From an optimization exercise on the open Yosys and OpenROAD flow, aimed at small area, a short achievable clock period and few clock cycles per item; shortcuts taken in it are not production practice. At most, simulation tests tie the RTL to the original design; equivalence was not proved. Power is estimated from default activity; no workload was simulated.

// NN
module NN
    # (parameter DATAWIDTH = 32)
    (
    input wire signed[31:0] input_1,
    input wire signed[31:0] input_2,
    input wire clk,
    input wire resetn,
    input wire enable,
    output reg signed[31:0] final_output,
    output reg total_ovf,
    output reg total_zero,
    output reg[2:0] ovf_fsm_state,
    output reg[2:0] zero_fsm_state,
    output wire ready,
    output reg done
);
Size in the first run: roughly 650 cells after synthesis.
clock: 16.0 ns
lec_check: 0
cap_margin: 20
core_margin: 2
core_utilization: 65
slew_margin: 20
standard.sh (not shown) runs the stock make flow with config.mk's settings and CLKGATE_MAP_FILE= SYNTH_SCRIPT=/design/flow/synth_recipe.tcl, a recipe that flattens the netlist after the stock synthesis.
==> flow/flow/run.sh <==
#!/bin/bash
# Own layout flow: the standard ORFS flow (standard.sh, standard synthesis unchanged),
# with the port buffers chosen explicitly instead of the resizer's default pick.
set -euo pipefail
bash standard.sh "BUFFER_PORTS_ARGS=-buffer_cell sky130_fd_sc_hd__buf_2" SETUP_SLACK_MARGIN=10 finish > flow_standard.log 2>&1
Testbench counts at the start, summed over its fixed seeds: cycles 2,400, items 2,400.
==> next run, changes <==
==> flow/flow/run.sh (replaced) <==
#!/bin/bash
# Own layout flow: the standard ORFS flow (standard.sh, standard synthesis unchanged),
# with the port buffers chosen explicitly instead of the resizer's default pick.
set -euo pipefail
bash standard.sh "BUFFER_PORTS_ARGS=-buffer_cell sky130_fd_sc_hd__buf_2" finish > flow_standard.log 2>&1
Outcome: Worst setup slack degrades by 0.20 ns. Power went down by about a fifth. Routed wire length went down by roughly a tenth.

* * *

NN, a different RTL version from the one above (not shown whole).
For scale: ~100 flip-flops, about 6800 um2 of cells after synthesis.
Design NN, start of the top module:
module NN
    # (parameter DATAWIDTH = 32)
    (
    input wire signed[31:0] input_1,
    input wire signed[31:0] input_2,
    input wire clk,
    input wire resetn,
    input wire enable,
    output reg signed[31:0] final_output,
    output reg total_ovf,
    output reg total_zero,
    output reg[2:0] ovf_fsm_state,
    output reg[2:0] zero_fsm_state,
    output wire ready,
    output reg done
);
export LEC_CHECK = 0
export CAP_MARGIN = 20
export CORE_MARGIN = 2
export CORE_UTILIZATION = 65
export SLEW_MARGIN = 20
create_clock -name core_clock -period 16.0 [get_ports {clk}]
==> flow/flow/run.sh <==
#!/bin/bash
# Own layout flow: the standard ORFS flow (standard.sh, standard synthesis unchanged),
# with the port buffers chosen explicitly instead of the resizer's default pick.
set -euo pipefail
bash standard.sh "BUFFER_PORTS_ARGS=-buffer_cell sky130_fd_sc_hd__buf_2" SETUP_SLACK_MARGIN=12 finish > flow_standard.log 2>&1
Edit:
==> flow/flow/run.sh (replaced) <==
#!/bin/bash
# Own layout flow: the standard ORFS flow (standard.sh, standard synthesis unchanged),
# with the port buffers chosen explicitly instead of the resizer's default pick.
set -euo pipefail
bash standard.sh "BUFFER_PORTS_ARGS=-buffer_cell sky130_fd_sc_hd__buf_2" finish > flow_standard.log 2>&1
Outcome: Wire length is lower by 26%; final cell count is lower by 4.6%; power is lower by 6.6%.
Function was not checked in any run of this note: the RTL went through the layout flow alone.

* * *

job 4164:
NN, a different RTL version from the one above (not shown whole).
Size in the first run: roughly 760 cells after synthesis, ~110 I/O pins, roughly 6700 um2 of cells after synthesis.
export LEC_CHECK = 0
export CAP_MARGIN = 20
export CORE_MARGIN = 2
export CORE_UTILIZATION = 40
export SLEW_MARGIN = 20
create_clock -name core_clock -period 16.0 [get_ports {clk}]
==> flow/flow/run.sh <==
#!/bin/bash
# Own layout flow: the standard ORFS flow (standard.sh, standard synthesis unchanged),
# with the port buffers chosen explicitly instead of the resizer's default pick.
set -euo pipefail
bash standard.sh "BUFFER_PORTS_ARGS=-buffer_cell sky130_fd_sc_hd__buf_2" SETUP_SLACK_MARGIN=11 finish > flow_standard.log 2>&1
The flow did not stop early for job 4164: all stages ran, and the layout cleared the timing, design-rule and antenna checks.
Input-level comparison between job 9554 and job 4164:
==> flow/run.sh (new file) <==
#!/bin/bash
# synth_recipe.tcl (not shown) runs the flow's synth.tcl, then flattens the netlist and writes it again
# the make line also repeats each setting of config.mk as NAME=value (left out here)
make -C /OpenROAD-flow-scripts/flow DESIGN_CONFIG=/design/flow/config.mk WORK_HOME=/design/flow/orfs CLKGATE_MAP_FILE= SYNTH_SCRIPT=/design/flow/synth_recipe.tcl finish
removed: flow/flow/run.sh
removed: flow/standard.sh
--- outcome ---
- Final wirelength delta for job 9554 relative to job 4164: about 8% lower
- Having completed the whole flow, job 9554 delivered a layout that passed the timing, design-rule and antenna checks.
- Relative to job 4164, part of the cycle the worst path needs has increased by 6.1 points in job 9554.
- Going from job 4164 to job 9554, hold slack now sits higher; final HPWL from detailed placement shows an increase of about 0.7%.
Inputs modified between job 9554 and job 4836:
==> flow/flow/run.sh (new file) <==
#!/bin/bash
# Own layout flow: the standard ORFS flow (standard.sh, standard synthesis unchanged),
# with the port buffers chosen explicitly instead of the resizer's default pick.
set -euo pipefail
bash standard.sh "BUFFER_PORTS_ARGS=-buffer_cell sky130_fd_sc_hd__buf_2" SETUP_SLACK_MARGIN=10 finish > flow_standard.log 2>&1
==> flow/standard.sh (new file) <==
#!/bin/bash
# synth_recipe.tcl (not shown) runs the flow's synth.tcl, then flattens the netlist and writes it again
# the make line also repeats each setting of config.mk as NAME=value (left out here)
make -C /OpenROAD-flow-scripts/flow DESIGN_CONFIG=/design/flow/config.mk WORK_HOME=/design/flow/orfs CLKGATE_MAP_FILE= SYNTH_SCRIPT=/design/flow/synth_recipe.tcl "${@:-finish}"
removed: flow/run.sh
[summary]
Compared to job 9554, job 4836 has final-layout clock buffer total 1 higher.
Number of buffers inserted during clock tree synthesis came out exactly the same in job 9554 and job 4836.
Non-clock buffer count, job 4836 vs job 9554: up by more than a quarter
Per the comparison of job 4836 with job 9554, final total power +330 uW, cell count +31.
Setup changes, job 4836 to job 8554
==> flow/flow/run.sh <==
#!/bin/bash
# Own layout flow: the standard ORFS flow (standard.sh, standard synthesis unchanged),
# with the port buffers chosen explicitly instead of the resizer's default pick.
set -euo pipefail
bash standard.sh "BUFFER_PORTS_ARGS=-buffer_cell sky130_fd_sc_hd__buf_2" finish > flow_standard.log 2>&1
As of job 8554, footprint of the multi-input gates had fallen by a little under 10% compared to job 4836. Cmp job 8554 and job 4836 / via count of the first global-routing pass / higher: job 4836. Against job 4836, first-iteration DRC count in job 8554 came out worse. Compared with job 4836, job 8554 shows count of non-CTS buffers in the layout lower by 30. Between job 8554 and job 4836, global-route wire length before repair is lower for job 8554, job 4836 comes in above that. In the route summary, job 8554 ends up with a via count below that of job 4836. The higher clock share of power came out of job 8554. Job 8554: leakage power figure is 5.6% lower than what job 4836 reported. Cmp job 8554 vs job 4836: number of post-CTS setup repair buffers lower in job 8554. Re number of flip-flops and latches in the synthesized netlist: no difference whatsoever between job 8554 and job 4836.
No run of this note included a check of the RTL's function; only the layout flow was run.

* * *

The RTL this note starts from:
==> flow/design.v <==
`timescale 1ns / 1ps
module NN
    # (parameter DATAWIDTH = 32)
    (
    input wire signed[31:0] input_1,
    input wire signed[31:0] input_2,
    input wire clk,
    input wire resetn,
    input wire enable,
    output reg signed[31:0] final_output,
    output reg total_ovf,
    output reg total_zero,
    output reg[2:0] ovf_fsm_state,
    output reg[2:0] zero_fsm_state,
    output wire ready,
    output reg done
);
function gt_const31(input [30:0] x, input [30:0] c);
    integer k;
    reg g;
    begin
        g = 1'b0;
        for (k = 0; k < 31; k = k + 1)
            g = c[k] ? (x[k] & g) : (x[k] | g);
        gt_const31 = g;
    end
endfunction
wire [30:0] i1o = {~input_1[31], input_1[30:2]};
wire [30:0] i2o = {~input_2[31], input_2[30:1]};
wire r3 = !gt_const31(i1o, ((357913941) + 31'sd536870912)) &&  gt_const31(i1o, ((-357913941) + 31'sd536870912)) &&
          !gt_const31(i2o, ((429496729) + 32'sd1073741824)) &&  gt_const31(i2o, ((-429496730) + 32'sd1073741824));
wire r4 = !gt_const31(i1o, ((44739243) + 31'sd536870912)) &&  gt_const31(i1o, ((-44739242) + 31'sd536870912)) &&
          !gt_const31(i2o, ((42949673) + 32'sd1073741824)) &&  gt_const31(i2o, ((-42949673) + 32'sd1073741824));
wire z3 = (input_1[31:2] == 30'd0) || (input_2[31:1] == 31'd0);
wire z4 = (input_1[31:2] == 30'd89478486) || (input_1[31:2] == (30'h3FFFFFFF & -30'sd178956970)) ||
          (input_2[31:1] == (31'h7FFFFFFF & -31'sd429496729));
wire [31:0] i1x = {{2{input_1[31]}}, input_1[31:2]};
wire [31:0] i2x = {input_2[31], input_2[31:1]};
wire [31:0] p1 = i1x << 3;
wire [31:0] p2 = i1x << 4;
wire [31:0] p3 = i2x << 3;
wire [31:0] p4 = i2x << 4;
wire [31:0] p5 = i2x;
wire [31:0] pk = 32'hFFFFFFDE;
wire [31:0] s1 = p1 ^ p2 ^ p3;
wire [31:0] c1 = ((p1 & p2) | (p1 & p3) | (p2 & p3)) << 1;
wire [31:0] s2 = p4 ^ p5 ^ pk;
wire [31:0] c2 = ((p4 & p5) | (p4 & pk) | (p5 & pk)) << 1;
wire [31:0] s3 = s1 ^ c1 ^ s2;
wire [31:0] c3 = ((s1 & c1) | (s1 & s2) | (c1 & s2)) << 1;
wire [31:0] s4 = s3 ^ c3 ^ c2;
wire [31:0] c4 = ((s3 & c3) | (s3 & c2) | (c3 & c2)) << 1;
wire [31:0] u = s4 + c4;
reg [31:0] u_q;
reg r3_q, r4_q, z3_q, z4_q;
always @(posedge clk) begin
    u_q  <= u;
    r3_q <= r3;
    r4_q <= r4;
    z3_q <= z3;
    z4_q <= z4 && r3;
end
always @(posedge clk, negedge resetn) begin
    if (!resetn)
        done <= 1'b0;
    else
        done <= enable;
end
assign ready = 1'b1;
wire u31 = (u_q[31] == u_q[30]);
wire u29 = (u_q[31:28] == 4'b0000) || (u_q[31:28] == 4'b1111);
wire ovf = !(r4_q && u29);
always @(*) begin
    final_output = ovf ? 32'hFFFFFFFF : {u_q[28:0], 3'b100};
    total_ovf = ovf;
    total_zero = 1'b0;
    ovf_fsm_state = !r3_q ? 3'd3 : (!r4_q || !u31) ? 3'd4 : !u29 ? 3'd5 : 3'd0;
    zero_fsm_state = z4_q ? 3'd4 : z3_q ? 3'd3 : 3'd0;
end
endmodule
Settings: LEC_CHECK=0, CAP_MARGIN=20, CORE_MARGIN=2, CORE_UTILIZATION=65, SLEW_MARGIN=20; clock period 16.0 ns.
==> flow/flow/run.sh <==
#!/bin/bash
# Own layout flow: the standard ORFS flow (standard.sh, standard synthesis unchanged),
# with the port buffers chosen explicitly instead of the resizer's default pick.
set -euo pipefail
bash standard.sh "BUFFER_PORTS_ARGS=-buffer_cell sky130_fd_sc_hd__buf_2" finish > flow_standard.log 2>&1
The baseline completed without violations.
Testbench counts at the start, summed over its fixed seeds: cycles 2,400, items 2,400.
Next try:
- CORE_UTILIZATION: 65 -> 40
=> The new run went through all stages and came out clean; setup slack got worse by 0.018 ns; maximum frequency hardly moves; global-route usage is lower by 11 points; total power increases by a few percent.

-- port drivers added, routing unchanged --
The flow's constraints put no driver on any port. The routed layouts listed below were extracted and timed again, unchanged, in two steps.
Step 1 assumes that a clkbuf_16 drives the clock port and a buf_2 every other input.
Step 2, shift: input delay + t, output delay - t, t = (earliest + latest rising clock arrival at the registers) / 2. This alone moves slack from input paths to output paths.
Three values: ideal, step 1, step 2; two values: the first two.
run | shift t [ns] | setup slack, ns | worst slew at a driven data input, ns
the first run of note 1 | 0.331 | 9.542 / 9.534 / 9.204 | 0.06
the second run of note 1 | 0.324 | 9.344 / 9.356 / 9.032 | 0.04
the first run of note 2 | 0.425 | 11.237 / 11.230 / 10.805 | 0.09
the second run of note 2 | 0.404 | 11.131 / 11.145 / 10.741 | 0.05
job 4164 | 0.332 | 9.553 / 9.519 / 9.187 | 0.09
job 9554 | 0.329 | 8.581 / 8.587 / 8.258 | 0.07
job 4836 | 0.333 | 9.597 / 9.600 / 9.267 | 0.07
job 8554 | 0.330 | 9.112 / 9.121 / 8.791 | 0.06
the first run of note 4 | 0.325 | 9.085 / 9.098 / 8.774 | 0.05
the second run of note 4 | 0.337 | 9.067 / 9.086 / 8.750 | 0.07
After both steps every run listed still meets setup and hold. The setup slack of the first run of note 2, which loses most, moves by -0.007 ns with the drivers and by -0.432 ns with both steps.
